This is an optimization exercise on Yosys and OpenROAD, whose aim is small area, not a production implementation.
Only simulation tests tie the RTL to the original design; equivalence was not proved.
The clock port is modelled as an ideal driver; clocking choices that lean on that would not hold on a real chip.
Power is estimated from default activity; no workload was simulated.

==> raven <==
Design ddr2_ctrl_top, start of the top module:
module ddr2_ctrl_top (
  input         clk,
  input         rst,
  input  [2:0]  af_cmd,
  input  [30:0] af_addr,
  input         af_empty,
  input         phy_init_done,
  output        ctrl_ref_flag,
  output        ctrl_af_rden,
  output        ctrl_wren,
  output        ctrl_rden,
  output [12:0] ctrl_addr,
  output [1:0]  ctrl_ba,
  output        ctrl_ras_n,
  output        ctrl_cas_n,
  output        ctrl_we_n,
  output [0:0]  ctrl_cs_n
);
  ddr2_ctrl u_ctrl (
    .clk           (clk),
    .rst           (rst),
    .af_cmd        (af_cmd),
    .af_addr       (af_addr),
    .af_empty      (af_empty),
    .phy_init_done (phy_init_done),
    .ctrl_ref_flag (ctrl_ref_flag),
    .ctrl_af_rden  (ctrl_af_rden),
    .ctrl_wren     (ctrl_wren),
    .ctrl_rden     (ctrl_rden),
    .ctrl_addr     (ctrl_addr),
    .ctrl_ba       (ctrl_ba),
    .ctrl_ras_n    (ctrl_ras_n),
    .ctrl_cas_n    (ctrl_cas_n),
    .ctrl_we_n     (ctrl_we_n),
    .ctrl_cs_n     (ctrl_cs_n)
  );
endmodule
clock: 5.0 ns
lec_check: 0
cap_margin: 0
core_margin: 2
core_utilization: 70
gpl_timing_driven: 0
place_density: 0.8
slew_margin: 0
standard.sh (not shown) runs the stock make flow with config.mk's settings and CLKGATE_MAP_FILE= SYNTH_SCRIPT=/design/flow/synth_recipe.tcl, a recipe that flattens the netlist after the stock synthesis.
==> flow/flow/run.sh <==
#!/bin/bash
# The standard ORFS layout (standard.sh) with these changes:
#  - after the standard synthesis, flow/restructure.tcl re-maps the
#    combinational logic for area (OpenROAD restructure -target area); the
#    registers are kept as the standard synthesis made them;
#  - ports are buffered with buf_1 (BUFFER_PORTS_ARGS);
#  - CTS uses clkbuf_8 and inserts no dummy loads (CTS_ARGS);
#  - after CTS, flow/downsize.tcl gives each logic cell the smallest drive
#    strength of its kind that keeps setup slack above 0.8 ns, hold slack
#    above 0.05 ns and no slew/capacitance violation; the clock tree and the
#    registers are left as they are.
# Each tool's output goes to a log file of its own here.
set -euo pipefail
export BUFFER_PORTS_ARGS="-buffer_cell sky130_fd_sc_hd__buf_1"
export REMOVE_ABC_BUFFERS=1
export CTS_ARGS="-sink_clustering_enable -repair_clock_nets -dont_use_dummy_load -buf_list sky130_fd_sc_hd__clkbuf_8"
R=orfs/results/sky130hd/ddr2_ctrl_top/base
LIB=$FLOW_HOME/platforms/sky130hd/lib/sky130_fd_sc_hd__tt_025C_1v80.lib

bash standard.sh synth > standard_synth.log 2>&1
cp $R/1_synth.odb $R/1_synth_std.odb
mkdir -p restructure_work
RS_LIB=$LIB RS_IN=$R/1_synth_std.odb RS_SDC=$R/1_synth.sdc RS_OUT=$R/1_synth_rs.odb \
RS_WORK=$PWD/restructure_work \
  openroad -no_init -exit flow/restructure.tcl > restructure.log 2>&1
cp $R/1_synth_rs.odb $R/1_synth.odb
touch $R/1_synth.sdc

bash standard.sh cts > standard_cts.log 2>&1
DSZ_LIB=$LIB DSZ_RC=$FLOW_HOME/platforms/sky130hd/setRC.tcl \
DSZ_IN=$R/4_cts.odb DSZ_SDC=$R/4_cts.sdc DSZ_OUT=$R/4_cts_dsz.odb \
DSZ_MIN_SLACK=0.8 DSZ_DONT_USE="" \
  openroad -no_init -exit flow/downsize.tcl > downsize.log 2>&1
cp $R/4_cts_dsz.odb $R/4_cts.odb
bash standard.sh > standard.log 2>&1
==> flow/flow/downsize.tcl <==
# Area recovery: replace each logic cell by the smallest cell of the same
# function and pin names that keeps the design's timing and slew/cap limits.
# Reads $::env(DSZ_IN) (odb) and $::env(DSZ_SDC), writes $::env(DSZ_OUT).
read_liberty $::env(DSZ_LIB)
read_db $::env(DSZ_IN)
read_sdc $::env(DSZ_SDC)
source $::env(DSZ_RC)
set_propagated_clock [all_clocks]
estimate_parasitics -placement

set min_slack $::env(DSZ_MIN_SLACK)
proc ok_now {} {
  global min_slack
  estimate_parasitics -placement
  set s [sta::worst_slack_cmd max]
  set h [sta::worst_slack_cmd min]
  if { $s < $min_slack * 1e-9 || $h < 0.05e-9 } { return 0 }
  if { [sta::max_slew_violation_count] > 0 } { return 0 }
  if { [sta::max_capacitance_violation_count] > 0 } { return 0 }
  return 1
}
puts "start: setup [sta::worst_slack_cmd max] hold [sta::worst_slack_cmd min]"

# equivalent cells by family name (cell name without the drive suffix)
set lib_cells [get_lib_cells sky130_fd_sc_hd__*]
array set fam {}
foreach lc $lib_cells {
  set n [get_name $lc]
  if { [regexp {^(sky130_fd_sc_hd__\w+?)_(\d+)$} $n -> base drv] } {
    lappend fam($base) $n
  }
}
set saved 0.0
set dont [list]
foreach d $::env(DSZ_DONT_USE) { lappend dont $d }
foreach inst [get_cells *] {
  set m [get_property $inst ref_name]
  if { [string match "*df*" $m] || [string match "*clkbuf*" $m] || [string match "*clkinv*" $m] } { continue }
  if { [string match "*tap*" $m] || [string match "*fill*" $m] || [string match "*decap*" $m] || [string match "*conb*" $m] } { continue }
  if { ![regexp {^(sky130_fd_sc_hd__\w+?)_(\d+)$} $m -> base drv] } { continue }
  if { ![info exists fam($base)] } { continue }
  set a0 [get_property [get_lib_cells $m] area]
  set cands [list]
  foreach c $fam($base) {
    if { $c eq $m } { continue }
    if { [lsearch $dont $c] >= 0 } { continue }
    set a [get_property [get_lib_cells $c] area]
    if { $a < $a0 } { lappend cands [list $a $c] }
  }
  foreach ac [lsort -real -index 0 $cands] {
    set c [lindex $ac 1]
    replace_cell $inst $c
    if { [ok_now] } {
      puts "downsized [get_name $inst] $m -> $c ([expr $a0 - [lindex $ac 0]])"
      set saved [expr $saved + $a0 - [lindex $ac 0]]
      break
    } else {
      replace_cell $inst $m
    }
  }
}
estimate_parasitics -placement
puts "saved $saved um2; setup [sta::worst_slack_cmd max] hold [sta::worst_slack_cmd min]"
write_db $::env(DSZ_OUT)
==> flow/flow/restructure.tcl <==
# Area recovery on the standard synthesis's netlist: OpenROAD's restructure
# re-maps the combinational logic between the registers with ABC for area.
# The registers (their cells and names) are not touched.
read_liberty $::env(RS_LIB)
read_db $::env(RS_IN)
read_sdc $::env(RS_SDC)
set_dont_use [get_lib_cells {sky130_fd_sc_hd__probe_p_8 sky130_fd_sc_hd__probec_p_8 sky130_fd_sc_hd__lpflow_*}]
report_design_area
restructure -target area -liberty_file $::env(RS_LIB) \
  -tielo_port sky130_fd_sc_hd__conb_1/LO -tiehi_port sky130_fd_sc_hd__conb_1/HI \
  -work_dir $::env(RS_WORK)
report_design_area
report_worst_slack
write_db $::env(RS_OUT)
==> inputs of garnet, as changes to raven <==
==> flow/flow/run.sh (replaced) <==
#!/bin/bash
# Standard ORFS layout with two changes: ports are buffered with buf_1, and
# CTS inserts no dummy loads and uses small clock buffers. Each tool's output
# goes to a log file here.
set -euo pipefail
export BUFFER_PORTS_ARGS="-buffer_cell sky130_fd_sc_hd__buf_1"
export REMOVE_ABC_BUFFERS=1
export CTS_ARGS="-sink_clustering_enable -repair_clock_nets -dont_use_dummy_load -buf_list sky130_fd_sc_hd__clkbuf_8"
bash standard.sh > standard.log 2>&1
removed: flow/flow/downsize.tcl
removed: flow/flow/restructure.tcl
==> run summary <==
metric	raven	garnet
Combinational power	519 µW	556 µW
Pre-CTS worst setup slack	1.15 ns	1.90 ns
Clock Skews	0.0233 ns	0.0335 ns
DRT Pass-1 Iters	5	4
Multi-input combinational cell count	245	239
Final hold slack	0.336 ns	0.328 ns
Placed Instances	597	562
Sequential logic power	1.50 mW	1.54 mW
Final cell utilization of the core	79.4%	77.6%
Path depth of the worst reg2reg path	7	5
Worst-margin pin slew	1.31 ns	1.25 ns
Area used by multi-input combinational logic	1440 µm²	1830 µm²
Post-layout instance count excluding filler cells	614	579
Met2 WL	5430 µm	5150 µm
Share of power burned in combinational logic	19.4%	20.2%
Run status	no timing/DRC/antenna violations	no timing/DRC/antenna violations
Number of core rows	32	33
Slowest cell on the critical path	clkinv_1	dfxtp_1
Fraction of area in multi-input gates	23.6%	28.6%
Overall die height	93.0 µm	96.0 µm
Routed wire per std cell	18.2 µm	18.2 µm
Overall global routing resource usage	27.5%	24.5%
Switching share of power	29.2%	29.0%
Net switching power	778 µW	798 µW
Register-to-register path setup slack	1.01 ns	1.87 ns
Detailed placement HPWL	7600 µm	6970 µm
Register share of total power	56.4%	56.1%

==> re-timing with driven ports <==
The results above use ideal ports. As a check the final layouts listed here were re-extracted and re-timed, cells and wires unchanged. Step 1: set_driving_cell puts a clkbuf_16 on clk and a buf_2 on each other input, an assumption about the parent block. Step 2, shift: input delay + t, output delay - t, t = (earliest + latest rising clock arrival at the registers) / 2. This alone moves slack from input paths to output paths. Slacks: ideal ports / drivers / drivers and shift; pairs: ideal ports / drivers.
run	shift t [ns]	slack for setup (ns)	worst setup path after step 2	worst register clock-pin slew, ns
raven	0.442	0.624 / 0.592 / 1.014	register to register	0.08 / 0.08
garnet	0.446	1.630 / 1.600 / 1.874	register to register	0.09 / 0.09
After both steps setup and hold are still met in every run listed.
